This is an optimization exercise on Yosys and OpenROAD, whose aim is small area, a short achievable clock period and few clock cycles, not a production implementation. RTL that was checked went through simulation tests only; none was proved equivalent to the original. Only the layout flow was run in runs 4 to 6; the RTL was not checked for function there. No activity file was given, so power comes from the tool's default toggle rates.

==> flow/design.v <==
module arbiter (
	input        clk,
	input        reset,
	input  [3:0] req,
	input        ack,           
	output [3:0] gnt
	);
	reg  [1:0] last;            
	wire [3:0] e = 4'b0001 << last;
	genvar m;
	generate
	  for (m = 0; m < 4; m = m + 1) begin : gm
	    wire p1 = ~e[(m + 3) % 4];
	    wire p2 = e[m] | e[(m + 1) % 4];
	    wire p3 = e[m];
	    assign gnt[m] = req[m] & ~((req[(m + 3) % 4] & p1) |
	                               (req[(m + 2) % 4] & p2) |
	                               (req[(m + 1) % 4] & p3));
	  end
	endgenerate
	always @(posedge clk) begin
	  if (reset)
	    last <= 2'd3;
	  else if (ack && |req)
	    last <= {gnt[3] | gnt[2], gnt[3] | gnt[1]};
	end
endmodule
module crossbar (
	input clk,                                        
	input reset,                                      
	input  master_0_req,				  
	output master_0_ack,                              
	input  master_0_cmd,				  
	output master_0_resp,                             
	input  [31:0] master_0_addr,                      
	input  [31:0] master_0_wdata,                     
	output [31:0] master_0_rdata,                     
	input  master_1_req,				
	output master_1_ack,
	input  master_1_cmd,				
	output master_1_resp,
	input  [31:0] master_1_addr,
	input  [31:0] master_1_wdata,
	output [31:0] master_1_rdata,
	input  master_2_req,
	output master_2_ack,
	input  master_2_cmd,
	output master_2_resp,
	input  [31:0] master_2_addr,
	input  [31:0] master_2_wdata,
	output [31:0] master_2_rdata,
	input  master_3_req,
	output master_3_ack,
	input  master_3_cmd,
	output master_3_resp,
	input  [31:0] master_3_addr,
	input  [31:0] master_3_wdata,
	output [31:0] master_3_rdata,
	output slave_0_req,
	input  slave_0_ack,
	output slave_0_cmd,
	input  slave_0_resp,
	input  [31:0] slave_0_rdata,
	output [31:0] slave_0_wdata,
	output [31:0] slave_0_addr,
	output slave_1_req,
	input  slave_1_ack,
	output slave_1_cmd,
	input  slave_1_resp,
	input  [31:0] slave_1_rdata,
	output [31:0] slave_1_wdata,
	output [31:0] slave_1_addr,
	output slave_2_req,
	input  slave_2_ack,
	output slave_2_cmd,
	input  slave_2_resp,
	input  [31:0] slave_2_rdata,
	output [31:0] slave_2_wdata,
	output [31:0] slave_2_addr,
	output slave_3_req,
	input  slave_3_ack,
	output slave_3_cmd,
	input  slave_3_resp,
	input  [31:0] slave_3_rdata,
	output [31:0] slave_3_wdata,
	output [31:0] slave_3_addr
	);
	wire [3:0]  m_req   = {master_3_req, master_2_req, master_1_req, master_0_req};
	wire [3:0]  m_cmd   = {master_3_cmd, master_2_cmd, master_1_cmd, master_0_cmd};
	wire [31:0] m_addr [0:3];
	wire [31:0] m_wdata[0:3];
	assign m_addr[0] = master_0_addr;  assign m_wdata[0] = master_0_wdata;
	assign m_addr[1] = master_1_addr;  assign m_wdata[1] = master_1_wdata;
	assign m_addr[2] = master_2_addr;  assign m_wdata[2] = master_2_wdata;
	assign m_addr[3] = master_3_addr;  assign m_wdata[3] = master_3_wdata;
	wire [3:0]  s_ack   = {slave_3_ack, slave_2_ack, slave_1_ack, slave_0_ack};
	wire [3:0]  s_resp  = {slave_3_resp, slave_2_resp, slave_1_resp, slave_0_resp};
	wire [31:0] s_rdata[0:3];
	assign s_rdata[0] = slave_0_rdata;
	assign s_rdata[1] = slave_1_rdata;
	assign s_rdata[2] = slave_2_rdata;
	assign s_rdata[3] = slave_3_rdata;
	wire [3:0] sel [0:3];
	genvar s, m, b;
	generate
	  for (m = 0; m < 4; m = m + 1) begin : md
	    assign sel[m] = 4'b0001 << m_addr[m][31:30];
	  end
	endgenerate
	wire [3:0] r [0:3];
	wire [3:0] g [0:3];
	generate
	  for (s = 0; s < 4; s = s + 1) begin : sl
	    for (m = 0; m < 4; m = m + 1) begin : ms
	      assign r[s][m] = m_req[m] & sel[m][s];
	    end
	    arbiter arb (
	      .clk(clk), .reset(reset),
	      .req(r[s]), .ack(s_ack[s]), .gnt(g[s])
	    );
	  end
	endgenerate
	wire [3:0]  sl_req, sl_cmd;
	wire [31:0] sl_addr [0:3];
	wire [31:0] sl_wdata[0:3];
	generate
	  for (s = 0; s < 4; s = s + 1) begin : so
	    assign sl_req[s] = |r[s];
	    assign sl_cmd[s] = |(g[s] & m_cmd);
	    assign sl_addr[s][31:30] = sl_req[s] ? s : 2'b00;
	    for (b = 0; b < 30; b = b + 1) begin : ab
	      andor4 u (.g(g[s]), .d({m_addr[3][b], m_addr[2][b], m_addr[1][b], m_addr[0][b]}), .y(sl_addr[s][b]));
	    end
	    for (b = 0; b < 32; b = b + 1) begin : wb
	      andor4 u (.g(g[s]), .d({m_wdata[3][b], m_wdata[2][b], m_wdata[1][b], m_wdata[0][b]}), .y(sl_wdata[s][b]));
	    end
	  end
	endgenerate
	assign slave_0_req = sl_req[0]; assign slave_0_cmd = sl_cmd[0];
	assign slave_1_req = sl_req[1]; assign slave_1_cmd = sl_cmd[1];
	assign slave_2_req = sl_req[2]; assign slave_2_cmd = sl_cmd[2];
	assign slave_3_req = sl_req[3]; assign slave_3_cmd = sl_cmd[3];
	assign slave_0_addr = sl_addr[0]; assign slave_0_wdata = sl_wdata[0];
	assign slave_1_addr = sl_addr[1]; assign slave_1_wdata = sl_wdata[1];
	assign slave_2_addr = sl_addr[2]; assign slave_2_wdata = sl_wdata[2];
	assign slave_3_addr = sl_addr[3]; assign slave_3_wdata = sl_wdata[3];
	wire [3:0] m_ack;
	generate
	  for (m = 0; m < 4; m = m + 1) begin : ma
	    assign m_ack[m] = (g[0][m] & s_ack[0]) | (g[1][m] & s_ack[1])
	                    | (g[2][m] & s_ack[2]) | (g[3][m] & s_ack[3]);
	  end
	endgenerate
	assign master_0_ack = m_ack[0];
	assign master_1_ack = m_ack[1];
	assign master_2_ack = m_ack[2];
	assign master_3_ack = m_ack[3];
	reg  [3:0]  rpend;
	wire [3:0]  rv   [0:3];
	wire [31:0] m_rdata[0:3];
	always @(posedge clk) begin
	  if (reset)
	    rpend <= 4'b0000;
	  else
	    rpend <= m_ack & ~m_cmd;
	end
	generate
	  for (m = 0; m < 4; m = m + 1) begin : mr
	    assign rv[m] = sel[m] & s_resp & {4{rpend[m]}};
	    for (b = 0; b < 32; b = b + 1) begin : rb
	      andor4 u (.g(rv[m]), .d({s_rdata[3][b], s_rdata[2][b], s_rdata[1][b], s_rdata[0][b]}), .y(m_rdata[m][b]));
	    end
	  end
	endgenerate
	assign master_0_resp = |rv[0]; assign master_0_rdata = m_rdata[0];
	assign master_1_resp = |rv[1]; assign master_1_rdata = m_rdata[1];
	assign master_2_resp = |rv[2]; assign master_2_rdata = m_rdata[2];
	assign master_3_resp = |rv[3]; assign master_3_rdata = m_rdata[3];
endmodule
module andor4 (
	input  [3:0] g,
	input  [3:0] d,
	output       y
	);
	assign y = |(g & d);
endmodule
==> flow/flow/run.sh <==
#!/bin/bash
# Standard ORFS layout; the only change is the cell used for the port
# buffers (a plain buffer instead of the delay cell buffer_ports picks).
set -euo pipefail
BUF=${PORT_BUF:-sky130_fd_sc_hd__buf_1}
bash standard.sh "BUFFER_PORTS_ARGS=-buffer_cell $BUF" finish > flow_make.log 2>&1
==> flow/standard.sh <==
#!/bin/bash
# synth_recipe.tcl (not shown) runs the flow's synth.tcl, then flattens the netlist and writes it again
# the make line also repeats each setting of config.mk as NAME=value (left out here)
make -C /OpenROAD-flow-scripts/flow DESIGN_CONFIG=/design/flow/config.mk WORK_HOME=/design/flow/orfs CLKGATE_MAP_FILE= SYNTH_SCRIPT=/design/flow/synth_recipe.tcl "${@:-finish}"
==> flow/config.mk <==
export PLATFORM = sky130hd
export DESIGN_NAME = crossbar
export DESIGN_NICKNAME = crossbar
export VERILOG_FILES = /design/flow/design.v
export SDC_FILE = /design/flow/constraint.sdc
export NUM_CORES = 4
export LEC_CHECK = 0
export CAP_MARGIN = 20
export CELL_PAD_IN_SITES_DETAIL_PLACEMENT = 1
export CORE_AREA = 5 5 295 295
export CTS_BUF_LIST = sky130_fd_sc_hd__clkbuf_4 sky130_fd_sc_hd__clkbuf_8
export DIE_AREA = 0 0 300 300
export PLACE_DENSITY = 0.35
export SETUP_SLACK_MARGIN = 1.5
export SLEW_MARGIN = 20
export SYNTH_HIERARCHICAL = 1
export SYNTH_MINIMUM_KEEP_SIZE = 0
export TNS_END_PERCENT = 10
==> flow/constraint.sdc <==
create_clock -name core_clock -period 6.0 [get_ports {clk}]
set_input_delay 1.2000 -clock core_clock [delete_from_list [all_inputs] [get_ports {clk}]]
set_output_delay 1.2000 -clock core_clock [all_outputs]
set_load 0.01 [all_outputs]
==> results.txt, run 1 <==
Iter 0 DRT Violations - 1,553
fill cell count - 10,686
Tmin final - 4.50 ns
Port Buffers - 797
GR Overflow Total - 0
routability cong. - 0.894
Cell Area, Synth - 0.00877 sq mm
Residual DRC - 0
Global Route Usage Sum - 0.201
Crit Path Class - in2out
via count - 17,451
Yosys top cell by area - a22oi_1
final setup fails - 0
Hold Crit Class - reg2reg
Sink Count - 12
Num CTS Buffers - 3
CTS tree - done
Initial DRT Pass Iterations - 6
Root Driver - clkbuf_8
Post-Syn Area per Cell - 6.51 sq um
Slew Limit Headroom - 0.274
Final Hold Vio Count - 0
Worst EP required - 4.80 ns
Worst Skew - 0.00404 ns
initial antenna violation count - 29
worst vdd ir - 0.0000404 V
max-slew violation count - 0
first-pass GRT wire length - 136 mm
final net count - 2,619
Clock Latency Late Sink - 0.24 ns
Gate Count Post-Synth - 1,348
Place WS - 0.883 ns
total wire length - 102 mm
worst-margin pin slew - 1.09 ns
final period utilization - 0.749
Synth cell types - 29
num ports - 802
largest net degree at the start of global routing - 65
worst hold slack - 0.605 ns
P&R area growth vs syn - 59.4%
CP arrival - 3.30 ns
Setup crit end kind - primary output
top post-synthesis cells by area - a22oi_1 66%, nand2_1 17%, ha_1 2.9%, dfxtp_1 2.7%, inv_1 1.2%
Max FO, Critical Path - 8
Ys Warns - 8
clock tree buffer depth - 2
vias in the first global route - 17,214
post-DR vias/cell - 5.31
WL/cell - 31.1 microns
Post-DP HPWL - 79.1 mm
Die X - 300 microns
pwr dens - 90.2 mW/mm^2
Yosys reg bits - 12
Initial Util - 0.105
f_max - 222 MHz
layout cells sized above 1 - 0.0556
H-tree depth - 1
setup TNS - 0 ns
Max Cap Violations - 0
post-synth top area share - 0.657
final core occ - 0.167
full die area - 0.0900 sq mm
RSZ-0062 raised after global routing - yes
outcome - finished clean
crit path launch type - primary input
CTS clock-pin slew for the worst setup and hold paths - 0.06 ns
core area - 0.0836 sq mm
Die Ht - 300 microns
post-synthesis sequential area ratio - 0.0274
fin worst setup slack - 1.50 ns
static leakage - 5.30 nW
antenna violation net count after detailed routing - 0
# rows - 106
## Yosys cell counts (all sizes together)
master / number
a22oi: 768
nand2: 400
inv: 27
ha: 20
dfxtp: 12
nand2b: 12
a31oi: 8
and3: 8
and4b: 8
buf: 8
nand4: 8
nor2b: 8
nor3: 8
o21ai: 8
or4: 7
and3b: 5
a211oi: 4
a21oi: 4
and4: 4
and4bb: 4
nor3b: 4
o2111ai: 4
o41a: 4
nand3b: 3
conb: 1
nand4b: 1
## per-module statistics from Yosys (local to each module, per instance)
| module | times used | cells inside | flip-flops and latches | area [sq um] |
|---|---|---|---|---|
| arbiter | 4 | 34 | 2 | 255 |
| crossbar | 1 | 84 | 4 | 696 |
| andor4 | 376 | 3 | 0 | 18.8 |
## registers in the layout (all words and copies together) (netlist names)
signal	flops
sl.arb.last	8
rpend	4
## path summary, 6_finish.rpt
check	from	endpoint	slack, ns	depth (start not counted)
setup / recovery	master_3_req	slave_0_addr[15]	1.50	9
hold / removal	sl[2].arb.last[1]	sl[2].arb.last[1]	0.61	2
setup reg to reg	sl[2].arb.last[0]	rpend[3]	3.79	8
hold reg to reg	sl[2].arb.last[1]	sl[2].arb.last[1]	0.61	2
## layout make-up
| cell class | count | area (sq um) | area share |
|---|---|---|---|
| repair inverters | 1 | 5.00 | 0.000358 |
| well taps | 1080 | 1350 | 0.0966 |
| flip-flops and latches | 12 | 240 | 0.0172 |
| inverters | 27 | 213 | 0.0152 |
| diodes | 10 | 25.0 | 0.00179 |
| multi-input cells | 1307 | 8540 | 0.610 |
| clock buffers | 3 | 41.3 | 0.00295 |
| repair buffers | 845 | 3570 | 0.255 |
## routing by layer
metal / vias up / routed length [microns] / GRT usage
met2: 1133 / 47800 / 0.342
met5: - / 96 / 0
met3: 189 / 8480 / 0.0370
met1: 8686 / 40400 / 0.251
met4: 14 / 5250 / 0.0821
li1: 7429 / - / -
## critical path, cell delays in order
cell and delay [ns]:
buf_1 0.16, nor3b_4 0.41, nor2b_1 0.27, a21oi_4 0.09, and3_4 0.30, buf_4 0.19
a22oi_1 0.37, nand2_1 0.12, buf_1 0.16
## placed cells by master (no fill, tap or decap), types with 3 or more instances in the layout
master	count
a22oi_1	768
and4b_2	8
and4bb_2	4
clkinv_2	5
a211oi_1	4
nor3_1	8
a31oi_1	8
nand4_1	8
buf_6	6
ha_1	20
nand2_1	400
clkbuf_2	12
o21ai_0	5
buf_4	28
o41a_1	4
a21oi_4	3
and3_4	5
inv_1	15
nand2b_1	12
buf_1	785
and3b_2	4
dfxtp_1	12
bufinv_8	3
nand3b_1	3
buf_12	9
o21ai_2	3
diode_2	10
nor2b_1	4
conb_1	4
and4_2	4
and3_2	6
or4_1	7
nor2b_4	4
clkbuf_8	4
## logic make-up after synthesis
family          Yosys count  synth area share
compound gates          800             0.682
simple gates            480             0.243
buf+inv                  35            0.0184
fa+ha+maj                20            0.0285
flops                    12            0.0274
other cells               1          0.000427
## per-stage QoR
step / cell area, sq um / cells / power (W)
global route: 14000 / 3284 / 0.00133
CTS: 13600 / 3259 / 0.00122
global placement: 13500 / 3254 / 0.00113
floorplan: 8790 / 1351 / 0.000510
finish: 14000 / 3285 / 0.00126
detailed placement: 13500 / 3254 / 0.00114
## where the power goes
part	internal (W)	switching [W]	total [W]
combinational	0.000322	0.000772	0.00109
clock	0.0000443	0.0000301	0.0000744
sequential	0.0000856	0.00000739	0.0000929
total	0.000452	0.000810	0.00126
## what timing repair did
item / CTS / global route
setup endpoints to repair: 225 / 234
buffers inserted: 1 / 12
resized for setup: 15 / 49
hold endpoints to repair: 0 / 0
gates cloned: 1 / 4
hold buffers: 0 / 0
pin swaps: 1 / 5
Testbench counts, summed over its fixed seeds: cycles 3,369.
==> run 2, diff against run 1 <==
--- a/flow/config.mk
+++ b/flow/config.mk
@@ -16,3 +16,3 @@
 export SYNTH_HIERARCHICAL = 1
 export SYNTH_MINIMUM_KEEP_SIZE = 0
-export TNS_END_PERCENT = 10
+export TNS_END_PERCENT = 3
==> run 2 against run 1 <==
Power shrank 0.16%. Non-clock buffer count is the same. Core utilization barely moved. Critical path depth decreased by 1. Clock-buffer cell count stayed put.
==> results.txt, run 2 <==
CP arrival - 3.30 ns (about the same)
max-slew violation count - 0 (unchanged)
Max Cap Violations - 0 (unchanged)
r2r setup slk - 3.80 ns (was 3.79 ns)
top post-synthesis cells by area - a22oi_1 66%, nand2_1 17%, ha_1 2.9%, dfxtp_1 2.7%, inv_1 1.2% (unchanged)
largest net degree at the start of global routing - 65 (unchanged)
initial antenna violation count - 29 (unchanged)
worst vdd ir - 0.0000404 V (about the same)
Initial Util - 0.105 (unchanged)
Seq. cell area - 240 sq um (unchanged)
Yosys reg bits - 12 (unchanged)
antenna violation net count after detailed routing - 0 (unchanged)
total wire length - 102 mm (about the same)
Global Route Usage Sum - 0.201 (unchanged)
Largest Register - sl.arb.last (unchanged)
via count - 17,481 (was 17,451)
Die Ht - 300 microns (unchanged)
sequential share of power - 0.074 (about the same)
worst-margin pin slew - 1.09 ns (about the same)
count leader, synth - a22oi_1 (unchanged)
setup TNS - 0 ns (unchanged)
hold_buf cts - 0 (unchanged)
Max FO, Critical Path - 63 (was 8)
commonest cells in the netlist - 768 x a22oi_1, 400 x nand2_1, 27 x inv_1 (unchanged)
Clock Latency Late Sink - 0.24 ns (about the same)
final setup fails - 0 (unchanged)
CP bufs+invs - 4 (was 3)
Cell Chain, Critical Path - buf_1, and3_2, nand4_1, clkinv_2, clkbuf_8, a22oi_1, nand2_1, buf_1 (was buf_1, nor3b_4, nor2b_1, a21oi_4, and3_4, buf_4, a22oi_1, nand2_1, buf_1)
cell mode on critical path - buf_1 (unchanged)
full die area - 0.0900 sq mm (unchanged)
WL/cell - 31.0 microns (was 31.1 microns)
HP Start - sl[3].arb.last[1] (was sl[2].arb.last[1])
core area - 0.0836 sq mm (unchanged)
Largest regs - sl.arb.last: 8 flops, rpend: 4 flops (unchanged)
Int Pwr - 0.000451 W (was 0.000452 W)
ys async rst share - 0 (unchanged)
RSZ-0062 raised after global routing - yes (unchanged)
Reg2Reg Depth - 7 (was 8)
Worst EP required - 4.80 ns (about the same)
worst hold slack - 0.604 ns (was 0.605 ns)
f_max - 222 MHz (about the same)
fill cell count - 10,687 (was 10,686)
WHS Path Cells - 2 (unchanged)
Worst Skew - 0.00415 ns (was 0.00404 ns)
commonest cells after routing, fill and taps aside - 786 x buf_1, 768 x a22oi_1, 400 x nand2_1 (was 785 x buf_1, 768 x a22oi_1, 400 x nand2_1)
Setup crit end kind - primary output (unchanged)
max reg flops - 8 (unchanged)
outcome - finished clean (unchanged)
post-DR vias/cell - 5.32 (was 5.31)
pwr dens - 90.1 mW/mm^2 (was 90.2 mW/mm^2)
Iter 0 DRT Violations - 1,492 (was 1,553)
Tmin final - 4.50 ns (about the same)
post-synth top area share - 0.657 (unchanged)
Post-synth EDFFs - 0 (unchanged)
Post-DP HPWL - 79.1 mm (unchanged)
vias in the first global route - 17,214 (unchanged)
Gate Count Post-Synth - 1,348 (unchanged)
Ys Warns - 8 (unchanged)
layout cells sized above 1 - 0.0551 (was 0.0556)
Initial DRT Pass Iterations - 6 (unchanged)
hold endpoint - sl[3].arb.last[1] (was sl[2].arb.last[1])
Die X - 300 microns (unchanged)
Comb power frac - 0.867 (about the same)
# rows - 106 (unchanged)
Reg2Reg Capture Point - rpend[0] (was rpend[3])
CP max stage delay - 0.43 ns (was 0.41 ns)
H-tree depth - 1 (unchanged)
Crit Path Class - in2out (unchanged)
num ports - 802 (unchanged)
reg2reg start - sl[3].arb.last[0] (was sl[2].arb.last[0])
GR Overflow Total - 0 (unchanged)
prevailing post-synth register cell - dfxtp_1 (unchanged)
Port Buffers - 797 (unchanged)
Slew Limit Headroom - 0.272 (was 0.274)
NetSw - 0.000809 W (was 0.000810 W)
Synth cell types - 29 (unchanged)
CTS tree - done (unchanged)
CTS clock-pin slew for the worst setup and hold paths - 0.06 ns (about the same)
Cell Area, Synth - 0.00877 sq mm (unchanged)
crit path launch type - primary input (unchanged)
Residual DRC - 0 (unchanged)
Final Hold Vio Count - 0 (unchanged)
commonest non-fill, non-tap cell in the layout - buf_1 (unchanged)
Sink Count - 12 (unchanged)
Max stage delay cell, worst path - clkbuf_8 (was nor3b_4)
area occupied by multi-input gates - 0.00854 sq mm (unchanged)
Num CTS Buffers - 3 (unchanged)
CP top delay family - buffers and inverters (was simple AND/OR/NAND/NOR gates)
Hold Crit Class - reg2reg (unchanged)
P&R area growth vs syn - 59.4% (about the same)
clock tree buffer depth - 2 (unchanged)
Crit path depth - 8 (was 9)
Clock power frac - 0.059 (about the same)
Root Driver - clkbuf_8 (unchanged)
Switching Share - 0.642 (about the same)
final period utilization - 0.750 (was 0.749)
static leakage - 5.29 nW (was 5.30 nW)
Yosys top cell by area - a22oi_1 (unchanged)
final net count - 2,619 (unchanged)
first-pass GRT wire length - 136 mm (unchanged)
routability cong. - 0.894 (unchanged)
Post-Syn Area per Cell - 6.51 sq um (unchanged)
post-synthesis sequential area ratio - 0.0274 (unchanged)
## run 2: cell type report
cell class              instances  area share
diodes                         12     0.00215
clock buffers                   3     0.00295
inverters                      27      0.0146
multi-input cells            1307       0.611
flip-flops and latches         12      0.0172
well taps                    1080      0.0966
repair buffers                845       0.255
repair inverters                1    0.000358
## run 2: cells by family (layout without fill, tap and decap cells)
family | count (synthesis) | in the layout | share of synthesized area
AO/OA/AOI/OAI | 800 | 800 | 0.682
adder cells (fa/ha/maj) | 20 | 20 | 0.0285
buffers and inverters | 35 | 876 | 0.0184
flip-flops | 12 | 12 | 0.0274
other | 1 | 16 | 0.000427
AND/OR/NAND/NOR | 480 | 483 | 0.243
## run 2: routing by layer
layer	GRT usage	up-vias	share of wire
met5	0	-	0.00094
met4	0.0821	14	0.051
met3	0.0370	183	0.085
met2	0.342	1150	0.47
met1	0.251	8703	0.39
li1	-	7431	-
## run 2: per-module statistics from Yosys, one instance, submodules excluded
module / flip-flops and latches / area [sq um]
andor4: 0 / 18.8
crossbar: 4 / 696
arbiter: 2 / 255
## run 2: tightest hold or removal path, stage by stage, from the launching register on
cell and delay, ns:
dfxtp_1 0.37, nor3_1 0.07, a31oi_1 0.12
## run 2: timing repair
action	in CTS	in global routing
pin swaps	1	5
resized for setup	15	47
hold endpoints to repair	0	0
buffers inserted	1	12
cloned	1	4
setup endpoints to repair	225	234
## run 2: how the worst max path moves through the flow
stage,start,to,slack (ns)
2_1_floorplan,master_3_addr[31],master_3_ack,1.56
3_3_place_gp,master_3_addr[31],slave_0_addr[15],0.97
3_5_place_dp,master_3_addr[31],slave_0_wdata[19],0.88
4_1_cts,master_2_addr[31],slave_1_addr[27],1.33
5_1_grt,master_3_req,slave_0_addr[15],1.44
6_report,master_2_addr[31],slave_3_addr[9],1.50
## run 2: through the flow
| stage | setup WS (ns) | power, W | cell area [sq um] | utilization | instances |
|---|---|---|---|---|---|
| after global placement | 0.968 | 0.00113 | 13500 | 0.161 | 3254 |
| after CTS | 1.33 | 0.00122 | 13600 | 0.163 | 3259 |
| final | 1.50 | 0.00126 | 14000 | 0.167 | 3287 |
| after detailed placement | 0.883 | 0.00114 | 13500 | 0.161 | 3254 |
| after global routing | 1.44 | 0.00133 | 14000 | 0.167 | 3284 |
| after floorplan | 1.56 | 0.000510 | 8790 | - | 1351 |
## run 2: power by group through the flow
stage	clock (W)	combinational (W)	sequential, W
final	0.0000744	0.00109	0.0000929
after global routing	0.0000805	0.00116	0.0000939
after CTS	0.0000764	0.00105	0.0000929
after detailed placement	0	0.00104	0.0000947
after global placement	0	0.00104	0.0000945
after floorplan	0	0.000418	0.0000921
==> run 3, diff against run 2 <==
--- a/flow/config.mk
+++ b/flow/config.mk
@@ -16,3 +16,3 @@
 export SYNTH_HIERARCHICAL = 1
 export SYNTH_MINIMUM_KEEP_SIZE = 0
-export TNS_END_PERCENT = 3
+export TNS_END_PERCENT = 30
==> run 3 against run 2 <==
Highest routed layer unchanged. Largest cell class unchanged. Sequential cell count unchanged. Worst setup slack better by 0.036 ns. Cell area down 0.37%. Via count down 0.45%. Still clean on timing, DRC and antenna. Fmax up 0.81%.
==> results.txt, run 3 <==
Global Route Usage Sum - 0.205 (was 0.201)
r2r setup slk - 3.82 ns (was 3.80 ns)
Final Hold Vio Count - 0 (unchanged)
Sink Count - 12 (unchanged)
outcome - finished clean (unchanged)
Crit Path Class - in2out (unchanged)
max-slew violation count - 0 (unchanged)
final core occ - 0.167 (about the same)
Clock Latency Late Sink - 0.24 ns (about the same)
Place WS - 0.883 ns (unchanged)
Initial DRT Pass Iterations - 5 (was 6)
Cell Chain, Critical Path - buf_2, and3b_2, nor2b_1, a21oi_4, and3_4, buf_12, a22oi_1, nand2_1, buf_1 (was buf_1, and3_2, nand4_1, clkinv_2, clkbuf_8, a22oi_1, nand2_1, buf_1)
Post-Syn Area per Cell - 6.51 sq um (unchanged)
P&R area growth vs syn - 58.8% (was 59.4%)
Die Ht - 300 microns (unchanged)
sequential share of power - 0.074 (about the same)
total wire length - 101 mm (was 102 mm)
GR Overflow Total - 0 (unchanged)
Comb power frac - 0.866 (was 0.867)
post-synthesis sequential area ratio - 0.0274 (unchanged)
WHS Path Cells - 2 (unchanged)
CP arrival - 3.26 ns (was 3.30 ns)
Yosys reg bits - 12 (unchanged)
pwr dens - 89.9 mW/mm^2 (was 90.1 mW/mm^2)
Int Pwr - 0.000446 W (was 0.000451 W)
H-tree depth - 1 (unchanged)
RSZ-0062 raised after global routing - yes (unchanged)
Residual DRC - 0 (unchanged)
worst-margin pin slew - 1.09 ns (about the same)
largest net degree at the start of global routing - 65 (unchanged)
Setup crit end kind - primary output (unchanged)
full die area - 0.0900 sq mm (unchanged)
f_max - 224 MHz (was 222 MHz)
Iter 0 DRT Violations - 1,609 (was 1,492)
Root Driver - clkbuf_8 (unchanged)
worst vdd ir - 0.0000404 V (about the same)
first-pass GRT wire length - 138 mm (was 136 mm)
Max stage delay cell, worst path - and3_4 (was clkbuf_8)
CP top delay family - simple AND/OR/NAND/NOR gates (was buffers and inverters)
Max Cap Violations - 0 (unchanged)
final net count - 2,618 (was 2,619)
WL/cell - 30.8 microns (was 31.0 microns)
fin worst setup slack - 1.54 ns (was 1.50 ns)
core area - 0.0836 sq mm (unchanged)
Synth cell types - 29 (unchanged)
static leakage - 5.26 nW (was 5.29 nW)
top post-synthesis cells by area - a22oi_1 66%, nand2_1 17%, ha_1 2.9%, dfxtp_1 2.7%, inv_1 1.2% (unchanged)
clock tree buffer depth - 2 (unchanged)
Yosys top cell by area - a22oi_1 (unchanged)
count leader, synth - a22oi_1 (unchanged)
Largest regs - sl.arb.last: 8 flops, rpend: 4 flops (unchanged)
CP max stage delay - 0.35 ns (was 0.43 ns)
antenna violation net count after detailed routing - 0 (unchanged)
Worst Skew - 0.00512 ns (was 0.00415 ns)
CTS tree - done (unchanged)
commonest cells in the netlist - 768 x a22oi_1, 400 x nand2_1, 27 x inv_1 (unchanged)
CP bufs+invs - 3 (was 4)
ys async rst share - 0 (unchanged)
HP Start - sl[3].arb.last[1] (unchanged)
Total Power - 0.00125 W (was 0.00126 W)
Largest Register - sl.arb.last (unchanged)
Crit path depth - 9 (was 8)
post-DR vias/cell - 5.30 (was 5.32)
hold endpoint - sl[3].arb.last[1] (unchanged)
Tmin final - 4.46 ns (was 4.50 ns)
Slew Limit Headroom - 0.273 (was 0.272)
Switching Share - 0.644 (was 0.642)
Port Buffers - 797 (unchanged)
Clock power frac - 0.060 (was 0.059)
Post-DP HPWL - 79.1 mm (unchanged)
Ys Warns - 8 (unchanged)
num ports - 802 (unchanged)
max reg flops - 8 (unchanged)
layout cells sized above 1 - 0.0556 (was 0.0551)
Cell Area, Synth - 0.00877 sq mm (unchanged)
Reg2Reg Depth - 8 (was 7)
Num CTS Buffers - 3 (unchanged)
Gate Count Post-Synth - 1,348 (unchanged)
dpl cell area - 0.0135 sq mm (unchanged)
commonest non-fill, non-tap cell in the layout - buf_1 (unchanged)
Worst EP required - 4.80 ns (about the same)
Crit. Startpoint - master_3_addr[31] (was master_2_addr[31])
Post-synth EDFFs - 0 (unchanged)
via count - 17,402 (was 17,481)
Hold Crit Class - reg2reg (unchanged)
vias in the first global route - 17,386 (was 17,214)
prevailing post-synth register cell - dfxtp_1 (unchanged)
final instance area - 0.0139 sq mm (was 0.0140 sq mm)
setup TNS - 0 ns (unchanged)
# rows - 106 (unchanged)
commonest cells after routing, fill and taps aside - 787 x buf_1, 768 x a22oi_1, 400 x nand2_1 (was 786 x buf_1, 768 x a22oi_1, 400 x nand2_1)
Max FO, Critical Path - 36 (was 63)
reg2reg start - sl[2].arb.last[0] (was sl[3].arb.last[0])
hold_buf cts - 0 (unchanged)
Die X - 300 microns (unchanged)
CTS clock-pin slew for the worst setup and hold paths - 0.06 ns (about the same)
final period utilization - 0.743 (was 0.750)
routability cong. - 0.894 (unchanged)
final setup fails - 0 (unchanged)
Reg2Reg Capture Point - rpend[3] (was rpend[0])
initial antenna violation count - 29 (unchanged)
post-synth top area share - 0.657 (unchanged)
crit path launch type - primary input (unchanged)
NetSw - 0.000807 W (was 0.000809 W)
Initial Util - 0.105 (unchanged)
==> run 3: changes by cell type in the layout (fill, tap and decap cells not counted), moves of 2 or more <==
cell,delta
and3_4,+2
clkbuf_2,-2
and3_2,-2
bufinv_16,-2
==> run 3: worst min-delay path, cell delays in order, from the launching register on <==
cell	delay (ns)
dfxtp_1	0.37
nor3_1	0.07
a31oi_1	0.12
==> run 3: how the worst max path moves through the flow <==
| stage | to |
|---|---|
| after floorplan | master_3_ack |
| after global placement | slave_0_addr[15] |
| after detailed placement | slave_0_wdata[19] |
| after CTS | slave_3_addr[9] |
| after global routing | slave_1_wdata[10] |
| final | slave_1_addr[4] |
==> run 3: kinds of logic (layout without fill, tap and decap cells) <==
group / count (synthesis) / in the layout / synth area share
compound gates: 800 / 800 / 0.682
fa+ha+maj: 20 / 20 / 0.0285
flops: 12 / 12 / 0.0274
buf+inv: 35 / 875 / 0.0184
simple gates: 480 / 483 / 0.243
other cells: 1 / 16 / 0.000427
==> run 3: metrics by stage <==
step	std cells	hold WS (ns)
final	3286	0.606
after global routing	3283	0.641
after CTS	3270	0.612
after detailed placement	3254	0.598
after global placement	3254	0.600
after floorplan	1351	0.550
==> run 3: per-layer routing <==
metal / vias to the layer above / track usage / share of wire
met5: - / 0 / 0.00076
met4: 12 / 0.0817 / 0.046
li1: 7434 / - / -
met3: 152 / 0.0409 / 0.081
met2: 1120 / 0.346 / 0.47
met1: 8684 / 0.257 / 0.40
==> run 3: Yosys stat by module (local to each module, per instance) <==
module | cell area, sq um | flops+latches
crossbar | 696 | 4
arbiter | 255 | 2
andor4 | 18.8 | 0
==> run 3: area by class of cell <==
| class | count | area [sq um] |
|---|---|---|
| Fill cell | 10694 | 69600 |
| Inverter | 27 | 180 |
| Tap cell | 1080 | 1350 |
| Timing Repair inverter | 1 | 5.00 |
| Sequential cell | 12 | 240 |
| Timing Repair Buffer | 844 | 3530 |
| Clock buffer | 3 | 41.3 |
| Multi-Input combinational cell | 1307 | 8560 |
| Antenna cell | 12 | 30.0 |
==> run 3: repair_timing <==
item	CTS	global route
resized for setup	30	35
pin swaps	5	2
gates cloned	3	1
setup endpoints to repair	225	162
setup buffers	10	3
==> run 3: power by group through the flow <==
stage                     Sequential (W)  Clock (W)  Combinational, W
after floorplan                0.0000921          0          0.000418
after global placement         0.0000945          0           0.00104
after detailed placement       0.0000947          0           0.00104
after CTS                      0.0000929  0.0000764           0.00107
after global routing           0.0000939  0.0000805           0.00115
final                          0.0000929  0.0000750           0.00109
==> run 4, diff against run 3 <==
--- a/flow/design.v
+++ b/flow/design.v
@@ -169,5 +169,5 @@
 	    assign rv[m] = sel[m] & s_resp & {4{rpend[m]}};
 	    for (b = 0; b < 32; b = b + 1) begin : rb
-	      andor4 u (.g(rv[m]), .d({s_rdata[3][b], s_rdata[2][b], s_rdata[1][b], s_rdata[0][b]}), .y(m_rdata[m][b]));
+	      andor4s u (.g(rv[m]), .d({s_rdata[3][b], s_rdata[2][b], s_rdata[1][b], s_rdata[0][b]}), .y(m_rdata[m][b]));
 	    end
 	  end
@@ -185,2 +185,24 @@
 	assign y = |(g & d);
 endmodule
+module andor4s (
+	input  [3:0] g,
+	input  [3:0] d,
+	output       y
+	);
+	wire x, z;
+	aoi222 u0 (.a1(g[0]), .a2(d[0]), .b1(g[1]), .b2(d[1]), .c1(g[2]), .c2(d[2]), .y(x));
+	nand2  u1 (.a(g[3]), .b(d[3]), .y(z));
+	nand2  u2 (.a(x), .b(z), .y(y));
+endmodule
+module aoi222 (
+	input  a1, a2, b1, b2, c1, c2,
+	output y
+	);
+	assign y = ~((a1 & a2) | (b1 & b2) | (c1 & c2));
+endmodule
+module nand2 (
+	input  a, b,
+	output y
+	);
+	assign y = ~(a & b);
+endmodule
--- a/flow/config.mk
+++ b/flow/config.mk
@@ -16,3 +16,2 @@
 export SYNTH_HIERARCHICAL = 1
 export SYNTH_MINIMUM_KEEP_SIZE = 0
-export TNS_END_PERCENT = 30
==> run 4 against run 3 <==
Via count up 2.6%. Clock power increased by 1%. Power up 3.4%. Clock-buffer cell count is the same. Critical path type unchanged. Largest power group unchanged.
==> results.txt, run 4 <==
Cell Area, Synth - 0.00861 sq mm (was 0.00877 sq mm)
Residual DRC - 0 (unchanged)
layout cells sized above 1 - 0.0756 (was 0.0556)
prevailing post-synth register cell - dfxtp_1 (unchanged)
core area - 0.0836 sq mm (unchanged)
Max FO, Critical Path - 26 (was 36)
final net count - 2,658 (was 2,618)
Worst EP required - 4.80 ns (about the same)
worst vdd ir - 0.0000369 V (was 0.0000404 V)
CP arrival - 3.24 ns (was 3.26 ns)
WL/cell - 31.9 microns (was 30.8 microns)
Die Ht - 300 microns (unchanged)
final core occ - 0.170 (was 0.167)
crit path launch type - primary input (unchanged)
final setup fails - 0 (unchanged)
static leakage - 5.57 nW (was 5.26 nW)
Sink Count - 12 (unchanged)
max reg flops - 8 (unchanged)
Hold Crit Class - reg2reg (unchanged)
top post-synthesis cells by area - a22oi_1 45%, nand2_1 23%, a222oi_1 15%, ha_1 2.9%, dfxtp_1 2.8% (was a22oi_1 66%, nand2_1 17%, ha_1 2.9%, dfxtp_1 2.7%, inv_1 1.2%)
antenna violation net count after detailed routing - 0 (unchanged)
post-synthesis sequential area ratio - 0.0279 (was 0.0274)
r2r setup slk - 3.73 ns (was 3.82 ns)
pwr dens - 91.3 mW/mm^2 (was 89.9 mW/mm^2)
Num CTS Buffers - 3 (unchanged)
outcome - finished clean (unchanged)
Post-Place Cells - 3,271 (was 3,254)
vias in the first global route - 17,337 (was 17,386)
commonest cells after routing, fill and taps aside - 784 x buf_1, 528 x nand2_1, 511 x a22oi_1 (was 787 x buf_1, 768 x a22oi_1, 400 x nand2_1)
# rows - 106 (unchanged)
Worst Skew - 0.00392 ns (was 0.00512 ns)
commonest non-fill, non-tap cell in the layout - buf_1 (unchanged)
final cell count without fillers - 3,326 (was 3,286)
CTS tree - done (unchanged)
RSZ-0062 raised after global routing - yes (unchanged)
worst-margin pin slew - 1.09 ns (about the same)
Place WS - 0.994 ns (was 0.883 ns)
Slew Limit Headroom - 0.273 (about the same)
Post-synth EDFFs - 0 (unchanged)
Crit Path Class - in2out (unchanged)
Root Driver - clkbuf_8 (unchanged)
hold_buf cts - 0 (unchanged)
via count - 17,855 (was 17,402)
max-slew violation count - 0 (unchanged)
Largest Register - sl.arb.last (unchanged)
setup TNS - 0 ns (unchanged)
clock tree buffer depth - 2 (unchanged)
Tmin final - 4.44 ns (was 4.46 ns)
Setup crit end kind - primary output (unchanged)
Yosys reg bits - 12 (unchanged)
Die X - 300 microns (unchanged)
Crit. Startpoint - master_0_addr[30] (was master_3_addr[31])
Port Buffers - 797 (unchanged)
H-tree depth - 1 (unchanged)
Max Cap Violations - 0 (unchanged)
post-synth top area share - 0.446 (was 0.657)
GR Overflow Total - 0 (unchanged)
ys async rst share - 0 (unchanged)
CTS clock-pin slew for the worst setup and hold paths - 0.05 ns (was 0.06 ns)
Reg2Reg Depth - 7 (was 8)
Post-Syn Area per Cell - 6.39 sq um (was 6.51 sq um)
final period utilization - 0.740 (was 0.743)
reg2reg start - sl[3].arb.last[0] (was sl[2].arb.last[0])
Yosys top cell by area - a22oi_1 (unchanged)
count leader, synth - nand2_1 (was a22oi_1)
Synth cell types - 30 (was 29)
Iter 0 DRT Violations - 2,495 (was 1,609)
Initial Util - 0.103 (was 0.105)
Initial DRT Pass Iterations - 10 (was 5)
f_max - 225 MHz (was 224 MHz)
worst hold slack - 0.629 ns (was 0.606 ns)
Gate Count Post-Synth - 1,348 (unchanged)
P&R area growth vs syn - 64.8% (was 58.8%)
post-DR vias/cell - 5.37 (was 5.30)
num ports - 802 (unchanged)
first-pass GRT wire length - 138 mm (about the same)
Post-DP HPWL - 79.9 mm (was 79.1 mm)
fin worst setup slack - 1.56 ns (was 1.54 ns)
Reg2Reg Capture Point - rpend[0] (was rpend[3])
full die area - 0.0900 sq mm (unchanged)
initial antenna violation count - 35 (was 29)
Critical path destination - slave_2_addr[3] (was slave_1_addr[4])
Final Hold Vio Count - 0 (unchanged)
routability cong. - 0.877 (was 0.894)
Largest regs - sl.arb.last: 8 flops, rpend: 4 flops (unchanged)
largest net degree at the start of global routing - 65 (unchanged)
Global Route Usage Sum - 0.206 (was 0.205)
commonest cells in the netlist - 528 x nand2_1, 512 x a22oi_1, 128 x a222oi_1 (was 768 x a22oi_1, 400 x nand2_1, 27 x inv_1)
Ys Warns - 8 (unchanged)
Clock Latency Late Sink - 0.24 ns (about the same)
total wire length - 106 mm (was 101 mm)
==> run 4: cell types whose count changed in the layout (fill, tap and decap cells not counted), moves of 3 or more <==
cell	previous run	this run
a222oi_1	0	128
a22oi_1	768	511
and3_4	7	13
and3b_2	5	2
buf_1	787	784
buf_12	9	16
buf_4	29	61
buf_6	6	3
inv_1	15	12
nand2_1	400	528
==> run 4: cell type report <==
type,count,area [sq um]
tap,1080,1350
sequential,12,240
timing repair buffer,877,3820
antenna,12,30.0
timing repair inverter,4,22.5
fill,10654,69400
clock buffer,3,41.3
inverter,27,209
multi-input combinational,1311,8480
==> run 4: timing repair <==
item | 4_1_cts | 5_1_grt
resized for setup | 31 | 43
setup endpoints to repair | 256 | 238
pin swaps | 2 | 7
cloned | 4 | 7
setup buffers | 15 | 14
==> run 4: logic make-up after synthesis <==
family | synth area share
flops | 0.0279
fa+ha+maj | 0.0291
other cells | 0.000435
simple gates | 0.303
compound gates | 0.621
buf+inv | 0.0187
==> run 4: report_power, final <==
group | leakage (nW) | total, W | switching (W) | internal (W)
Combinational | 5.45 | 0.00113 | 0.000790 | 0.000337
Sequential | 0.0985 | 0.0000932 | 0.00000763 | 0.0000855
Clock | 0.0216 | 0.0000759 | 0.0000316 | 0.0000444
Total | 5.57 | 0.00130 | 0.000829 | 0.000467
==> run 4: worst min-delay path by stage <==
stage | start | endpoint | slack [ns] | cells after the start
2_1_floorplan | sl[0].arb.last[1] | sl[0].arb.last[1] | 0.55 | 2
3_3_place_gp | sl[2].arb.last[1] | sl[2].arb.last[1] | 0.62 | 2
3_5_place_dp | sl[2].arb.last[1] | sl[2].arb.last[1] | 0.61 | 2
4_1_cts | sl[2].arb.last[1] | sl[2].arb.last[1] | 0.63 | 2
5_1_grt | sl[3].arb.last[1] | sl[3].arb.last[1] | 0.65 | 2
6_report | sl[0].arb.last[1] | sl[0].arb.last[1] | 0.63 | 2
==> run 4: metrics by stage <==
step / power [W] / area (sq um)
2_1_floorplan: 0.000511 / 8630
3_3_place_gp: 0.00114 / 13400
3_5_place_dp: 0.00114 / 13400
4_1_cts: 0.00125 / 13800
5_1_grt: 0.00136 / 14200
6_report: 0.00130 / 14200
==> run 4: per-layer routing <==
| layer | vias to the layer above | global-route usage | wire [microns] |
|---|---|---|---|
| met1 | 8949 | 0.261 | 42200 |
| met4 | 10 | 0.0551 | 3530 |
| met2 | 1213 | 0.358 | 51400 |
| met5 | - | 0 | 69 |
| li1 | 7516 | - | - |
| met3 | 167 | 0.0391 | 8940 |
==> run 4: modules after synthesis (local to each module, per instance), a selection <==
module    cell area [sq um]  cells  copies in the design  flops+latches
crossbar                696     84                     1              4
nand2                  3.75      1                   256              0
aoi222                 10.0      1                   128              0
andor4                 18.8      3                   248              0
arbiter                 255     34                     4              2
==> run 4: worst max-delay path, cell delays in order <==
cell        delay (ns)
clkbuf_2          0.19
nand3b_1          0.25
clkinvlp_4        0.20
nand2b_1          0.11
nand4_1           0.18
bufinv_16         0.33
buf_12            0.21
a22oi_1           0.09
nand2_1           0.18
buf_1             0.25
==> run 5, diff against run 4 <==
--- a/flow/design.v
+++ b/flow/design.v
@@ -1,10 +1,16 @@
-module arbiter (
+module arbiter #(
+	parameter [1:0] SLAVE = 2'd0
+	) (
 	input        clk,
 	input        reset,
-	input  [3:0] req,
+	input  [3:0] req_in,
+	input  [3:0] a31,
+	input  [3:0] a30,
 	input        ack,           
-	output [3:0] gnt
+	output [3:0] gnt,
+	output       any            
 	);
 	reg  [1:0] last;            
+	wire [3:0] req = req_in & ~(a31 ^ {4{SLAVE[1]}}) & ~(a30 ^ {4{SLAVE[0]}});
 	wire [3:0] e = 4'b0001 << last;
 	genvar m;
@@ -19,4 +25,5 @@
 	  end
 	endgenerate
+	assign any = |req;
 	always @(posedge clk) begin
 	  if (reset)
@@ -108,14 +115,14 @@
 	  end
 	endgenerate
-	wire [3:0] r [0:3];
 	wire [3:0] g [0:3];
+	wire [3:0] any;
+	wire [3:0] a31 = {m_addr[3][31], m_addr[2][31], m_addr[1][31], m_addr[0][31]};
+	wire [3:0] a30 = {m_addr[3][30], m_addr[2][30], m_addr[1][30], m_addr[0][30]};
 	generate
 	  for (s = 0; s < 4; s = s + 1) begin : sl
-	    for (m = 0; m < 4; m = m + 1) begin : ms
-	      assign r[s][m] = m_req[m] & sel[m][s];
-	    end
-	    arbiter arb (
+	    arbiter #(.SLAVE(s)) arb (
 	      .clk(clk), .reset(reset),
-	      .req(r[s]), .ack(s_ack[s]), .gnt(g[s])
+	      .req_in(m_req), .a31(a31), .a30(a30), .ack(s_ack[s]),
+	      .gnt(g[s]), .any(any[s])
 	    );
 	  end
@@ -126,5 +133,5 @@
 	generate
 	  for (s = 0; s < 4; s = s + 1) begin : so
-	    assign sl_req[s] = |r[s];
+	    assign sl_req[s] = any[s];
 	    assign sl_cmd[s] = |(g[s] & m_cmd);
 	    assign sl_addr[s][31:30] = sl_req[s] ? s : 2'b00;
@@ -169,5 +176,5 @@
 	    assign rv[m] = sel[m] & s_resp & {4{rpend[m]}};
 	    for (b = 0; b < 32; b = b + 1) begin : rb
-	      andor4s u (.g(rv[m]), .d({s_rdata[3][b], s_rdata[2][b], s_rdata[1][b], s_rdata[0][b]}), .y(m_rdata[m][b]));
+	      andor4 u (.g(rv[m]), .d({s_rdata[3][b], s_rdata[2][b], s_rdata[1][b], s_rdata[0][b]}), .y(m_rdata[m][b]));
 	    end
 	  end
@@ -185,24 +192,2 @@
 	assign y = |(g & d);
 endmodule
-module andor4s (
-	input  [3:0] g,
-	input  [3:0] d,
-	output       y
-	);
-	wire x, z;
-	aoi222 u0 (.a1(g[0]), .a2(d[0]), .b1(g[1]), .b2(d[1]), .c1(g[2]), .c2(d[2]), .y(x));
-	nand2  u1 (.a(g[3]), .b(d[3]), .y(z));
-	nand2  u2 (.a(x), .b(z), .y(y));
-endmodule
-module aoi222 (
-	input  a1, a2, b1, b2, c1, c2,
-	output y
-	);
-	assign y = ~((a1 & a2) | (b1 & b2) | (c1 & c2));
-endmodule
-module nand2 (
-	input  a, b,
-	output y
-	);
-	assign y = ~(a & b);
-endmodule
==> run 5 against run 4 <==
Clock power up 36%. Sequential power down 2.7%. Highest routed layer unchanged. Synthesized area up 5.0%. Power up 2.8%. Final cell count down 0.54%. Still clean. Worst setup slack worse by 0.075 ns. Routed wire length up 2.0%. Synthesized cell count down 1.4%. Cell area up 2.9%.
==> results.txt, run 5 <==
outcome - finished clean (unchanged)
r2r setup slk - 3.34 ns (was 3.73 ns)
Initial Util - 0.108 (was 0.103)
Post-synth EDFFs - 0 (unchanged)
final net count - 2,624 (was 2,658)
Root Driver - clkbuf_8 (unchanged)
CTS clock-pin slew for the worst setup and hold paths - 0.08 ns (was 0.05 ns)
H-tree depth - 1 (unchanged)
Reg2Reg Capture Point - sl[2].arb.last[1] (was rpend[0])
Iter 0 DRT Violations - 1,713 (was 2,495)
top post-synthesis cells by area - a22oi_1 64%, nand2_1 16%, dfxtp_1 2.7%, ha_1 2.2%, nand3b_4 1.8% (was a22oi_1 45%, nand2_1 23%, a222oi_1 15%, ha_1 2.9%, dfxtp_1 2.8%)
largest net degree at the start of global routing - 67 (was 65)
worst-margin pin slew - 1.06 ns (was 1.09 ns)
final instance area - 0.0146 sq mm (was 0.0142 sq mm)
Die X - 300 microns (unchanged)
dpl cell area - 0.0139 sq mm (was 0.0134 sq mm)
Worst Skew - 0.00554 ns (was 0.00392 ns)
static leakage - 5.51 nW (was 5.57 nW)
core area - 0.0836 sq mm (unchanged)
CP arrival - 3.32 ns (was 3.24 ns)
fill cell count - 10,635 (was 10,654)
Max Cap Violations - 0 (unchanged)
# rows - 106 (unchanged)
Clock power frac - 0.077 (was 0.059)
prevailing post-synth register cell - dfxtp_1 (unchanged)
Port Buffers - 797 (unchanged)
Die Ht - 300 microns (unchanged)
max reg flops - 8 (unchanged)
Largest regs - sl.arb.last: 8 flops, rpend: 4 flops (unchanged)
final setup fails - 0 (unchanged)
Tmin final - 4.52 ns (was 4.44 ns)
Crit Path Class - in2out (unchanged)
CP max stage delay - 0.49 ns (was 0.33 ns)
first-pass GRT wire length - 144 mm (was 138 mm)
total wire length - 108 mm (was 106 mm)
Num CTS Buffers - 3 (unchanged)
Residual DRC - 0 (unchanged)
via count - 17,674 (was 17,855)
Cell Area, Synth - 0.00904 sq mm (was 0.00861 sq mm)
max-slew violation count - 0 (unchanged)
pwr dens - 91.2 mW/mm^2 (was 91.3 mW/mm^2)
Ys Warns - 11 (was 8)
Hold Crit Class - reg2reg (unchanged)
WL/cell - 32.7 microns (was 31.9 microns)
Global Route Usage Sum - 0.216 (was 0.206)
final period utilization - 0.753 (was 0.740)
Max FO, Critical Path - 65 (was 26)
commonest non-fill, non-tap cell in the layout - buf_1 (unchanged)
full die area - 0.0900 sq mm (unchanged)
Setup crit end kind - primary output (unchanged)
Slew Limit Headroom - 0.292 (was 0.273)
Yosys reg bits - 12 (unchanged)
Worst EP required - 4.80 ns (about the same)
Crit. Startpoint - master_0_req (was master_0_addr[30])
Largest Register - sl.arb.last (unchanged)
final cell count without fillers - 3,308 (was 3,326)
num ports - 802 (unchanged)
Final Hold Vio Count - 0 (unchanged)
worst vdd ir - 0.0000615 V (was 0.0000369 V)
NetSw - 0.000850 W (was 0.000829 W)
post-synthesis sequential area ratio - 0.0266 (was 0.0279)
Yosys top cell by area - a22oi_1 (unchanged)
Max stage delay cell, worst path - or3b_1 (was bufinv_16)
P&R area growth vs syn - 61.6% (was 64.8%)
f_max - 221 MHz (was 225 MHz)
Total Power - 0.00133 W (was 0.00130 W)
Post-Syn Area per Cell - 6.80 sq um (was 6.39 sq um)
Initial DRT Pass Iterations - 6 (was 10)
Reg2Reg Depth - 5 (was 7)
CTS tree - done (unchanged)
Post-Place Cells - 3,235 (was 3,271)
Cell Chain, Critical Path - buf_2, or3b_1, a21oi_2, nor3_4, buf_12, a22oi_1, nand2_1, buf_1 (was clkbuf_2, nand3b_1, clkinvlp_4, nand2b_1, nand4_1, bufinv_16, buf_12, a22oi_1, nand2_1, buf_1)
clock tree buffer depth - 2 (unchanged)
post-synth top area share - 0.638 (was 0.446)
setup TNS - 0 ns (unchanged)
layout cells sized above 1 - 0.0753 (was 0.0756)
Synth cell types - 51 (was 30)
post-DR vias/cell - 5.34 (was 5.37)
Int Pwr - 0.000482 W (was 0.000467 W)
Comb power frac - 0.855 (was 0.870)
sequential share of power - 0.068 (was 0.072)
Gate Count Post-Synth - 1,329 (was 1,348)
crit path launch type - primary input (unchanged)
Critical path destination - master_2_ack (was slave_2_addr[3])
Switching Share - 0.638 (was 0.640)
RSZ-0062 raised after global routing - yes (unchanged)
ys async rst share - 0 (unchanged)
vias in the first global route - 17,495 (was 17,337)
commonest cells in the netlist - 768 x a22oi_1, 389 x nand2_1, 16 x ha_1 (was 528 x nand2_1, 512 x a22oi_1, 128 x a222oi_1)
Clock Latency Late Sink - 0.26 ns (was 0.24 ns)
antenna violation net count after detailed routing - 0 (unchanged)
Sink Count - 12 (unchanged)
reg2reg start - sl[2].arb.last[0] (was sl[3].arb.last[0])
initial antenna violation count - 38 (was 35)
routability cong. - 0.900 (was 0.877)
commonest cells after routing, fill and taps aside - 782 x buf_1, 767 x a22oi_1, 388 x nand2_1 (was 784 x buf_1, 528 x nand2_1, 511 x a22oi_1)
Post-DP HPWL - 77.5 mm (was 79.9 mm)
GR Overflow Total - 0 (unchanged)
count leader, synth - a22oi_1 (was nand2_1)
hold_buf cts - 0 (unchanged)
## run 5: modules after synthesis, one instance, submodules excluded, a selection
module	cells inside	cell area, sq um
andor4	3	18.8
crossbar	61	524
## run 5: worst min path at each step
stage / from / endpoint / slack [ns] / depth (start not counted)
2_1_floorplan: sl[1].arb.last[0] / sl[1].arb.last[0] / 0.55 / 2
3_5_place_dp: sl[3].arb.last[0] / sl[3].arb.last[0] / 0.58 / 2
6_report: sl[3].arb.last[0] / sl[3].arb.last[0] / 0.59 / 2
5_1_grt: sl[3].arb.last[0] / sl[3].arb.last[0] / 0.63 / 2
4_1_cts: sl[3].arb.last[0] / sl[3].arb.last[0] / 0.59 / 2
3_3_place_gp: sl[3].arb.last[0] / sl[3].arb.last[0] / 0.59 / 2
## run 5: cell families (layout without fill, tap and decap cells)
kind of cell | after synthesis | after routing | synth area share
AND/OR/NAND/NOR | 475 | 475 | 0.254
AO/OA/AOI/OAI | 804 | 810 | 0.685
other | 1 | 27 | 0.000415
flip-flops | 12 | 12 | 0.0266
adder cells (fa/ha/maj) | 16 | 16 | 0.0221
buffers and inverters | 21 | 888 | 0.0120
## run 5: power by group through the flow
| stage | clock, W | combinational, W | sequential [W] |
|---|---|---|---|
| finish | 0.000103 | 0.00114 | 0.0000907 |
| CTS | 0.000108 | 0.00112 | 0.0000906 |
| floorplan | 0 | 0.000436 | 0.0000909 |
| global placement | 0 | 0.00107 | 0.0000925 |
| global route | 0.000109 | 0.00121 | 0.0000917 |
| detailed placement | 0 | 0.00107 | 0.0000925 |
## run 5: layout make-up
type / count / area [sq um] / area share
diodes: 23 / 57.6 / 0.00394
well taps: 1080 / 1350 / 0.0925
multi-input cells: 1305 / 8940 / 0.612
clock buffers: 4 / 55.1 / 0.00377
flip-flops and latches: 12 / 240 / 0.0164
inverters: 13 / 48.8 / 0.00334
repair buffers: 871 / 3920 / 0.268
## run 5: layer usage
| metal | part of all wire | global-route usage | wire (microns) |
|---|---|---|---|
| met5 | 0.00069 | 0 | 75 |
| met2 | 0.50 | 0.385 | 53800 |
| met4 | 0.040 | 0.0748 | 4360 |
| met3 | 0.066 | 0.0292 | 7150 |
| met1 | 0.40 | 0.268 | 42900 |
## run 5: per-stage QoR
stage | hold slack [ns] | setup slack, ns | util
global placement | 0.588 | 1.00 | 0.166
floorplan | 0.545 | 0.910 | -
detailed placement | 0.583 | 0.990 | 0.166
finish | 0.595 | 1.48 | 0.175
CTS | 0.594 | 1.48 | 0.171
global route | 0.629 | 1.42 | 0.175
## run 5: what timing repair did
| action | CTS | global route |
|---|---|---|
| resized for setup | 19 | 13 |
| pin swaps | 11 | 5 |
| setup endpoints to repair | 297 | 53 |
| setup buffers | 19 | 16 |
| gates cloned | 7 | 4 |
## run 5: worst max-delay path, delay by kind of cell
family,cells,cell delay [ns]
AO/OA/AOI/OAI,2,0.61
AND/OR/NAND/NOR,3,0.77
buffers and inverters,3,0.71
==> run 6, diff against run 5 <==
--- a/flow/design.v
+++ b/flow/design.v
@@ -1,29 +1,17 @@
-module arbiter #(
-	parameter [1:0] SLAVE = 2'd0
-	) (
+module arbiter (
 	input        clk,
 	input        reset,
-	input  [3:0] req_in,
-	input  [3:0] a31,
-	input  [3:0] a30,
+	input  [3:0] req,
 	input        ack,           
 	output [3:0] gnt,
-	output       any            
+	output [3:0] gnt_w
 	);
 	reg  [1:0] last;            
-	wire [3:0] req = req_in & ~(a31 ^ {4{SLAVE[1]}}) & ~(a30 ^ {4{SLAVE[0]}});
-	wire [3:0] e = 4'b0001 << last;
-	genvar m;
-	generate
-	  for (m = 0; m < 4; m = m + 1) begin : gm
-	    wire p1 = ~e[(m + 3) % 4];
-	    wire p2 = e[m] | e[(m + 1) % 4];
-	    wire p3 = e[m];
-	    assign gnt[m] = req[m] & ~((req[(m + 3) % 4] & p1) |
-	                               (req[(m + 2) % 4] & p2) |
-	                               (req[(m + 1) % 4] & p3));
-	  end
-	endgenerate
-	assign any = |req;
+	wire [3:0] e  = 4'b0001 << last;
+	wire [3:0] p1 = ~{e[2], e[1], e[0], e[3]};
+	wire [3:0] p2 = e | {e[0], e[3], e[2], e[1]};
+	wire [3:0] p3 = e;
+	rr_grant u0 (.req(req), .p1(p1), .p2(p2), .p3(p3), .gnt(gnt));
+	rr_grant u2 (.req(req), .p1(p1), .p2(p2), .p3(p3), .gnt(gnt_w));
 	always @(posedge clk) begin
 	  if (reset)
@@ -32,4 +20,20 @@
 	    last <= {gnt[3] | gnt[2], gnt[3] | gnt[1]};
 	end
+endmodule
+module rr_grant (
+	input  [3:0] req,
+	input  [3:0] p1,
+	input  [3:0] p2,
+	input  [3:0] p3,
+	output [3:0] gnt
+	);
+	genvar m;
+	generate
+	  for (m = 0; m < 4; m = m + 1) begin : gm
+	    assign gnt[m] = req[m] & ~((req[(m + 3) % 4] & p1[m]) |
+	                               (req[(m + 2) % 4] & p2[m]) |
+	                               (req[(m + 1) % 4] & p3[m]));
+	  end
+	endgenerate
 endmodule
 module crossbar (
@@ -115,14 +119,15 @@
 	  end
 	endgenerate
+	wire [3:0] r [0:3];
 	wire [3:0] g [0:3];
-	wire [3:0] any;
-	wire [3:0] a31 = {m_addr[3][31], m_addr[2][31], m_addr[1][31], m_addr[0][31]};
-	wire [3:0] a30 = {m_addr[3][30], m_addr[2][30], m_addr[1][30], m_addr[0][30]};
+	wire [3:0] gw [0:3];           
 	generate
 	  for (s = 0; s < 4; s = s + 1) begin : sl
-	    arbiter #(.SLAVE(s)) arb (
+	    for (m = 0; m < 4; m = m + 1) begin : ms
+	      assign r[s][m] = m_req[m] & sel[m][s];
+	    end
+	    arbiter arb (
 	      .clk(clk), .reset(reset),
-	      .req_in(m_req), .a31(a31), .a30(a30), .ack(s_ack[s]),
-	      .gnt(g[s]), .any(any[s])
+	      .req(r[s]), .ack(s_ack[s]), .gnt(g[s]), .gnt_w(gw[s])
 	    );
 	  end
@@ -133,5 +138,5 @@
 	generate
 	  for (s = 0; s < 4; s = s + 1) begin : so
-	    assign sl_req[s] = any[s];
+	    assign sl_req[s] = |r[s];
 	    assign sl_cmd[s] = |(g[s] & m_cmd);
 	    assign sl_addr[s][31:30] = sl_req[s] ? s : 2'b00;
@@ -140,5 +145,5 @@
 	    end
 	    for (b = 0; b < 32; b = b + 1) begin : wb
-	      andor4 u (.g(g[s]), .d({m_wdata[3][b], m_wdata[2][b], m_wdata[1][b], m_wdata[0][b]}), .y(sl_wdata[s][b]));
+	      andor4 u (.g(gw[s]), .d({m_wdata[3][b], m_wdata[2][b], m_wdata[1][b], m_wdata[0][b]}), .y(sl_wdata[s][b]));
 	    end
 	  end
==> run 6 against run 5 <==
Power is 5.1% lower. Sequential power grew 2%. Synthesized cell count grew 5.0%. Critical path depth increased by 1. Register-to-register slack gained 0.14 ns. Non-clock buffer count down 33. Combinational power down 4%. Clock power down about 20%. Fmax is 0.81% higher. Clock-buffer cell count shrank 1. Final cell count grew 0.60%. Highest routed layer unchanged.
==> results.txt, run 6 <==
Post-Syn Area per Cell - 6.47 sq um (was 6.80 sq um)
first-pass GRT wire length - 132 mm (was 144 mm)
Cell Area, Synth - 0.00903 sq mm (was 0.00904 sq mm)
final setup fails - 0 (unchanged)
full die area - 0.0900 sq mm (unchanged)
Hold Crit Class - reg2reg (unchanged)
Place WS - 1.22 ns (was 0.990 ns)
Largest Register - sl.arb.last (unchanged)
P&R area growth vs syn - 54.5% (was 61.6%)
Worst EP required - 4.80 ns (about the same)
Root Driver - clkbuf_8 (unchanged)
CTS clock-pin slew for the worst setup and hold paths - 0.06 ns (was 0.08 ns)
Crit Path Class - in2out (unchanged)
Post-synth EDFFs - 0 (unchanged)
Sink Count - 12 (unchanged)
total wire length - 97.7 mm (was 108 mm)
final period utilization - 0.747 (was 0.753)
post-synthesis sequential area ratio - 0.0266 (about the same)
Residual DRC - 0 (unchanged)
# rows - 106 (unchanged)
Synth cell types - 23 (was 51)
layout cells sized above 1 - 0.0487 (was 0.0753)
routability cong. - 0.944 (was 0.900)
WL/cell - 29.4 microns (was 32.7 microns)
Worst Skew - 0.00302 ns (was 0.00554 ns)
Die X - 300 microns (unchanged)
Total Power - 0.00126 W (was 0.00133 W)
Port Buffers - 797 (unchanged)
crit path launch type - primary input (unchanged)
Yosys reg bits - 12 (unchanged)
Max Cap Violations - 0 (unchanged)
commonest cells after routing, fill and taps aside - 795 x a22oi_1, 793 x buf_1, 424 x nand2_1 (was 782 x buf_1, 767 x a22oi_1, 388 x nand2_1)
num ports - 802 (unchanged)
worst hold slack - 0.565 ns (was 0.595 ns)
H-tree depth - 1 (unchanged)
fin worst setup slack - 1.52 ns (was 1.48 ns)
ys async rst share - 0 (unchanged)
RSZ-0062 raised after global routing - yes (unchanged)
commonest cells in the netlist - 800 x a22oi_1, 424 x nand2_1, 31 x inv_1 (was 768 x a22oi_1, 389 x nand2_1, 16 x ha_1)
via count - 17,879 (was 17,674)
Post-DP HPWL - 74.1 mm (was 77.5 mm)
Initial DRT Pass Iterations - 7 (was 6)
count leader, synth - a22oi_1 (unchanged)
hold_buf cts - 0 (unchanged)
Iter 0 DRT Violations - 1,916 (was 1,713)
Global Route Usage Sum - 0.192 (was 0.216)
Setup crit end kind - primary output (unchanged)
commonest non-fill, non-tap cell in the layout - a22oi_1 (was buf_1)
Ys Warns - 8 (was 11)
vias in the first global route - 17,697 (was 17,495)
outcome - finished clean (unchanged)
Final Hold Vio Count - 0 (unchanged)
top post-synthesis cells by area - a22oi_1 66%, nand2_1 18%, dfxtp_1 2.7%, ha_1 2.2%, and3_1 1.7% (was a22oi_1 64%, nand2_1 16%, dfxtp_1 2.7%, ha_1 2.2%, nand3b_4 1.8%)
CP arrival - 3.28 ns (was 3.32 ns)
clock tree buffer depth - 2 (unchanged)
final net count - 2,656 (was 2,624)
setup TNS - 0 ns (unchanged)
Tmin final - 4.48 ns (was 4.52 ns)
Yosys top cell by area - a22oi_1 (unchanged)
prevailing post-synth register cell - dfxtp_1 (unchanged)
core area - 0.0836 sq mm (unchanged)
Slew Limit Headroom - 0.244 (was 0.292)
static leakage - 5.32 nW (was 5.51 nW)
f_max - 223 MHz (was 221 MHz)
max reg flops - 8 (unchanged)
initial antenna violation count - 25 (was 38)
antenna violation net count after detailed routing - 0 (unchanged)
pwr dens - 90.6 mW/mm^2 (was 91.2 mW/mm^2)
post-synth top area share - 0.665 (was 0.638)
Clock Latency Late Sink - 0.26 ns (about the same)
Post-Place Cells - 3,305 (was 3,235)
final cell count without fillers - 3,328 (was 3,308)
Num CTS Buffers - 3 (unchanged)
max-slew violation count - 0 (unchanged)
Largest regs - sl.arb.last: 8 flops, rpend: 4 flops (unchanged)
CTS tree - done (unchanged)
GR Overflow Total - 0 (unchanged)
Max FO, Critical Path - 16 (was 65)
Gate Count Post-Synth - 1,396 (was 1,329)
worst vdd ir - 0.0000518 V (was 0.0000615 V)
Die Ht - 300 microns (unchanged)
post-DR vias/cell - 5.37 (was 5.34)
largest net degree at the start of global routing - 35 (was 67)
worst-margin pin slew - 1.13 ns (was 1.06 ns)
Initial Util - 0.108 (about the same)
==> run 6: changes by cell type after synthesis, moves of 5 or more <==
cell       previous run  this run
a22oi_1             768       800
and3_1                0        24
a2111oi_4             5         0
nor3_1                2         8
inv_1                13        31
nand4_1               5         0
nand2_1             389       424
mux2i_1               0         8
nand3b_4              8         0
and3_2                0        12
==> run 6: what timing repair did <==
item / 4_1_cts / 5_1_grt
hold endpoints to repair: 0 / 0
resized for setup: 32 / 14
setup buffers: 0 / 4
endpoints found under the setup margin: 190 / 42
pin swaps: 0 / 6
cloned: 0 / 4
==> run 6: critical path, cell delays in order <==
cell and delay, ns:
buf_1 0.24, nand3b_1 0.19, inv_1 0.18, a22oi_2 0.25, buf_4 0.19, and3_2 0.54
a22oi_1 0.17, nand2_1 0.12, buf_1 0.16
==> run 6: Yosys stat by module, one instance, submodules excluded <==
module / cells inside / cell area [sq um] / flip-flops and latches
crossbar: 84 / 696 / 4
rr_grant: 12 / 71.3 / 0
andor4: 3 / 18.8 / 0
arbiter: 22 / 178 / 2
==> run 6: layer usage <==
metal / up-vias / global-route usage / part of all wire
met4: 8 / 0.0672 / 0.038
met2: 1198 / 0.330 / 0.48
met1: 8895 / 0.238 / 0.40
met5: - / 0 / 0.00049
met3: 172 / 0.0394 / 0.085
li1: 7606 / - / -
==> run 6: cell families (layout without fill, tap and decap cells) <==
kind of cell | after synthesis | after routing | synth area share
buffers and inverters | 39 | 872 | 0.0195
other | 1 | 16 | 0.000415
and+or+nand+nor | 512 | 516 | 0.247
AOI/OAI and AO/OA | 808 | 808 | 0.675
muxes | 8 | 8 | 0.00886
adders and majority gates | 16 | 16 | 0.0222
DFF | 12 | 12 | 0.0266
==> run 6: final timing paths <==
kind / endpoint / slack, ns / cells past startpoint / from
setup reg to reg: rpend[0] / 3.48 / 9 / sl[3].arb.last[0]
setup / recovery: slave_2_wdata[27] / 1.52 / 9 / master_0_addr[30]
hold reg to reg: sl[0].arb.last[1] / 0.56 / 2 / sl[0].arb.last[1]
hold / removal: sl[0].arb.last[1] / 0.56 / 2 / sl[0].arb.last[1]
==> run 6: metrics by stage <==
step / cell area [sq um] / util
final: 14000 / 0.167
after global routing: 13900 / 0.167
after CTS: 13800 / 0.165
after detailed placement: 13700 / 0.163
after global placement: 13700 / 0.163
after floorplan: 9040 / -
==> run 6: final cells by class <==
class	count	area, sq um
flip-flops and latches	12	240
diodes	12	30.0
multi-input cells	1352	8830
inverters	31	116
repair buffers	838	3350
fillers	10674	69600
clock buffers	3	41.3
well taps	1080	1350
==> run 6: power breakdown <==
part           leakage [nW]  internal, W  switching [W]
sequential           0.0986    0.0000857     0.00000640
clock                0.0216    0.0000447      0.0000382
combinational          5.20     0.000312       0.000777
total                  5.32     0.000443       0.000822

what the ideal ports hide:
Ports are ideal in the flow. The routed layouts listed here were re-timed in OpenROAD.
Step 1, drivers: a clkbuf_16 drives clk and a buf_2 each remaining input, both assumed.
Step 2 also shifts input and output timing later by t, the mid clock arrival at the registers, as if the neighbouring blocks saw the same clock.
a / b / c = no drivers / after step 1 / after step 2; a / b = the first two.
run | t (ns) | slack for setup (ns) | worst hold slack (ns) | worst setup path at the end | slew at the worst register clock pin (ns)
run 1 | 0.265 | 1.504 / 1.434 / 1.434 | 0.605 / 0.605 / 0.605 | input to output | 0.06 / 0.06
run 2 | 0.265 | 1.503 / 1.418 / 1.418 | 0.604 / 0.604 / 0.604 | input to output | 0.06 / 0.06
run 3 | 0.265 | 1.539 / 1.482 / 1.482 | 0.606 / 0.606 / 0.606 | input to output | 0.06 / 0.06
run 4 | 0.268 | 1.559 / 1.492 / 1.492 | 0.629 / 0.629 / 0.629 | input to output | 0.06 / 0.06
run 5 | 0.297 | 1.484 / 1.433 / 1.433 | 0.595 / 0.595 / 0.595 | input to output | 0.08 / 0.08
run 6 | 0.295 | 1.520 / 1.406 / 1.406 | 0.565 / 0.565 / 0.565 | input to output | 0.06 / 0.06
After both steps setup and hold are still met in every run listed. The setup slack of run 6, which loses most, moves by -0.114 ns with the drivers and by -0.114 ns with both steps.
